This design comes from an exercise in tuning for small area and a short achievable clock period on the open sky130 flow, not from production work. At most, simulation tests tie the RTL to the original design; equivalence was not proved. No driver is modelled on the clock port, so clocking that relies on it looks cheaper here than on a real chip. Power figures rest on the tool's default switching activity, not on a simulated workload.

== v6 ==
// FP16_add
module FP16_add #(
    parameter C0 = 0,    
    parameter C1 = 1,    
    parameter C2 = 1,    
    parameter C3 = 1,    
    parameter C4 = 1,    
    parameter C5 = 1     
)(
    input wire [15:0]data1,
    input wire [15:0]data2,
    input wire clk,
    input wire rst,
    input wire input_valid,
    output reg [15:0]data_o,
    output reg output_update
    );
    localparam NS = C0 + C1 + C2 + C3 + C4 + C5;
    reg [NS-1:0] vld;
    always @(posedge clk or posedge rst) begin
        if (rst) vld <= {NS{1'b0}};
        else     vld <= {vld[NS-2:0], input_valid};
    end
    always @(*) output_update = vld[NS-1];
    wire [15:0] a, b;
    generate if (C0) begin : g0
        reg [15:0] ra, rb;
        always @(posedge clk) begin ra <= data1; rb <= data2; end
        assign a = ra; assign b = rb;
    end else begin : p0
        assign a = data1; assign b = data2;
    end endgenerate
    wire [4:0] ea = a[14:10], eb = b[14:10];
    wire ovf_0 = (&a) | (&b);                  
    wire gt_0 = a[14:0] > b[14:0];             
    wire egt = ea > eb;
    wire [4:0] dab = ea - eb, dba = eb - ea;
    wire [4:0] d = egt ? dab : dba;            
    wire [4:0] eh_0 = egt ? ea : eb;           
    wire eq0 = ~(|ea) & ~(|eb);
    wire lowz_0 = ~eq0 & ~((|ea) & (|eb));
    wire [9:0] fa_1, fb_1; wire gt_1, sa_1, sb_1, lowz_1, ovf_1; wire [4:0] sh_1; wire [4:0] eh_1;
    generate if (C1) begin : g1
        reg [9:0] r_fa, r_fb; reg r_gt, r_sa, r_sb, r_lowz, r_ovf; reg [4:0] r_sh; reg [4:0] r_eh;
        always @(posedge clk) begin
            r_fa <= a[9:0]; r_fb <= b[9:0]; r_gt <= gt_0; r_sa <= a[15]; r_sb <= b[15];
            r_lowz <= lowz_0; r_sh <= d; r_eh <= eh_0; r_ovf <= ovf_0;
        end
        assign fa_1 = r_fa; assign fb_1 = r_fb; assign gt_1 = r_gt; assign sa_1 = r_sa; assign sb_1 = r_sb;
        assign lowz_1 = r_lowz; assign sh_1 = r_sh; assign eh_1 = r_eh; assign ovf_1 = r_ovf;
    end else begin : p1
  ...
clock: 4.0 ns
lec_check: 0
abc_area: 1
cap_margin: 20
core_margin: 2
core_utilization: 40
place_density: 0.6
setup_slack_margin: 2.0
slew_margin: 20
standard.sh (not shown) runs the stock make flow with config.mk's settings and CLKGATE_MAP_FILE= SYNTH_SCRIPT=/design/flow/synth_recipe.tcl, a recipe that flattens the netlist after the stock synthesis.
==> flow/flow/run.sh <==
#!/bin/bash
# Standard ORFS layout (the standard.sh) with three changes:
#  - port buffers use the smallest buffer cell instead of the delay cell
#    that buffer_ports picks by default;
#  - the clock tree is built from clkbuf_4 cells, without dummy loads;
#  - after CTS, flow/post_cts.tcl upsizes to clkbuf_8 the clock buffers
#    whose flip-flop clock pins see a slow slew.
# Each tool's full output stays in orfs/logs; make's output goes to
# standard_flow.log.
set -euo pipefail
export BUFFER_PORTS_ARGS="-buffer_cell sky130_fd_sc_hd__buf_1"
export CTS_ARGS="-sink_clustering_enable -repair_clock_nets -buf_list sky130_fd_sc_hd__clkbuf_4 -dont_use_dummy_load"
export POST_CTS_TCL="$PWD/flow/post_cts.tcl"
bash standard.sh finish > standard_flow.log 2>&1
==> flow/flow/post_cts.tcl <==
estimate_parasitics -placement
set my_up [dict create]
foreach pin [all_registers -clock_pins -edge_triggered] {
  set worst 0
  foreach edge {rise fall} {
    foreach an {min max} {
      set s [expr {[sta::time_ui_sta [get_property $pin slew_${an}_$edge]] * 1e12}]
      if {$s > $worst} { set worst $s }
    }
  }
  if {$worst > 100} {
    set net [get_nets -of_objects $pin]
    foreach drv [get_pins -of_objects $net -filter "direction==output"] {
      set inst [get_cells -of_objects $drv]
      if {[get_property $inst ref_name] eq "sky130_fd_sc_hd__clkbuf_4"} {
        dict set my_up [get_full_name $inst] 1
      }
    }
  }
}
foreach name [dict keys $my_up] {
  replace_cell [get_cells $name] sky130_fd_sc_hd__clkbuf_8
}
puts "post_cts: upsized [dict size $my_up] clock buffers"
if {[dict size $my_up] > 0} {
  detailed_placement
  check_placement -verbose
  estimate_parasitics -placement
}
Looking at the reports, v6 completed the entire flow and the layout it produced met the timing, design-rule and antenna checks.
> inputs changed (v6 -> v7)
Settings: TNS_END_PERCENT now 0, previously not set; SETUP_SLACK_MARGIN now 2.4, was 2.0.
diff --git a/flow/flow/run.sh b/flow/flow/run.sh
--- a/flow/flow/run.sh
+++ b/flow/flow/run.sh
@@ -1,4 +1,7 @@
 #!/bin/bash
-# Standard ORFS layout (the standard.sh) with three changes:
+# Standard ORFS layout (the standard.sh) with these changes:
+#  - synthesis leaves adders to ABC instead of mapping them onto the
+#    library's ripple full/half-adder cells (ADDER_MAP_FILE left empty);
+#    registers are mapped exactly as in the standard synthesis;
 #  - port buffers use the smallest buffer cell instead of the delay cell
 #    that buffer_ports picks by default;
@@ -12,3 +15,3 @@
 export CTS_ARGS="-sink_clustering_enable -repair_clock_nets -buf_list sky130_fd_sc_hd__clkbuf_4 -dont_use_dummy_load"
 export POST_CTS_TCL="$PWD/flow/post_cts.tcl"
-bash standard.sh finish > standard_flow.log 2>&1
+bash standard.sh ADDER_MAP_FILE= finish > standard_flow.log 2>&1
Notes after the runs:
- v7: utilization after layout lower than v6
- Of v7 and v6, v7 shows the lower met2 layer wire length in the routed design, with v6 above it.
- Looking at complex-gate fraction of the synthesized area, v7 sits 0.99 points lower than v6 does.
- Going from v6 to v7, worst setup slack after placement went up, cell area went down, number of global-route vias before repair went up.

========
Setup of exp/tundra:
Another version of the RTL of FP16_add (not shown whole).
For scale: ~790 cells after synthesis, about 130 flip-flops, ~52 I/O pins, ~0.0063 mm^2 of cells after synthesis.
export LEC_CHECK = 0
export ABC_AREA = 1
export CAP_MARGIN = 20
export CORE_MARGIN = 2
export CORE_UTILIZATION = 55
export PLACE_DENSITY = 0.7
export SETUP_SLACK_MARGIN = 2.1
export SLEW_MARGIN = 20
create_clock -name core_clock -period 4.0 [get_ports {clk}]
==> flow/flow/run.sh <==
#!/bin/bash
# Standard ORFS layout (the standard.sh) with two changes:
#  - port buffers use the smallest buffer cell instead of the delay cell
#    that buffer_ports picks by default;
#  - clock tree built from clkbuf_4 cells, without dummy loads.
set -euo pipefail
export BUFFER_PORTS_ARGS="-buffer_cell sky130_fd_sc_hd__buf_1"
export CTS_ARGS="-sink_clustering_enable -repair_clock_nets -buf_list sky130_fd_sc_hd__clkbuf_4 -dont_use_dummy_load"
bash standard.sh finish > standard_flow.log 2>&1
diff inputs: exp/tundra => exp/maple
Settings: CORE_UTILIZATION now 40, was 55; PLACE_DENSITY now 0.6, was 0.7; SETUP_SLACK_MARGIN now 1.8, was 2.1.
==> comparison <==
- exp/maple finished all stages; the layout is clean.
- The run showing the greater number of buffers and inverters on the critical path is exp/maple.
- In the metrics for exp/maple and exp/tundra, the one carrying the higher final total power is exp/tundra.
- Between exp/maple and exp/tundra, it is exp/maple whose final setup slack of the worst path is lower, by 0.071 ns.
- Proportion of layout cells with a drive suffix above 1, exp/maple and exp/tundra: lower on exp/maple
- Of exp/maple and exp/tundra, exp/maple shows the lower number of non-clock buffers in the layout, with exp/tundra above it.
- Compared with exp/tundra, in exp/maple worst-case hold slack climbed 0.0073 ns; global-route wire length before repair dropped about 6%; wire length after detailed routing dropped 11%; final critical-path share of the clock period climbed 1.8 points; peak fanout along the critical path climbed 4.
Setup changes, exp/maple to exp/garnet
Settings: putting CTS_BUF_LIST at sky130_fd_sc_hd__clkbuf_4 sky130_fd_sc_hd__clkbuf_8 where nothing was set.
==> flow/flow/run.sh <==
#!/bin/bash
# Standard ORFS layout, with the port buffers made from the smallest buffer
# cell instead of the delay cell buffer_ports picks by default.
set -euo pipefail
export BUFFER_PORTS_ARGS="-buffer_cell sky130_fd_sc_hd__buf_1"
bash standard.sh finish > standard_flow.log 2>&1
==> comparison <==
Re post-detailed-route via-to-cell ratio: exp/garnet is 0.41% down on exp/maple.
Against exp/maple, routed wire length in exp/garnet came out better.
Comparing exp/maple with exp/garnet, the highest achievable clock rate came out essentially unchanged.
In the metrics for exp/garnet and exp/maple, the one carrying the lower power density of the placed cells is exp/maple.
Number of enable-type register cells in the synthesized netlist: exp/maple vs exp/garnet identical
Function was not checked in any run of this note: the RTL went through the layout flow alone.

## re-timing with driven ports
In the flow no input, the clock included, has a driving cell. The finished layouts below were timed again as built, in two steps. Step 1, drivers: a clkbuf_16 drives clk and a buf_2 each remaining input, both assumed. Step 2 also shifts input and output timing later by t, the mid clock arrival at the registers, as if the neighbouring blocks saw the same clock. a / b / c = no drivers / after step 1 / after step 2; a / b = the first two.
run | t, ns | slack for setup (ns) | hold WS [ns] | clock arrival spread, ns | worst data-port slew with drivers (ns)
v6 | 0.546 | 2.018 / 2.018 / 1.545 | 0.153 / 0.136 / 0.317 | 0.026 / 0.026 | 0.03
v7 | 0.544 | 2.195 / 2.159 / 1.744 | 0.138 / 0.123 / 0.317 | 0.036 / 0.036 | 0.03
exp/tundra | 0.524 | 1.844 / 1.844 / 1.461 | 0.160 / 0.149 / 0.298 | 0.045 / 0.045 | 0.06
exp/maple | 0.530 | 1.774 / 1.774 / 1.388 | 0.168 / 0.154 / 0.287 | 0.052 / 0.053 | 0.03
exp/garnet | 0.468 | 1.773 / 1.773 / 1.417 | 0.222 / 0.207 / 0.320 | 0.011 / 0.010 | 0.03
After both steps setup and hold are still met in every run listed. For v6, which loses most, drivers alone change the setup slack by 0.000 ns; drivers and shift together by -0.473 ns.
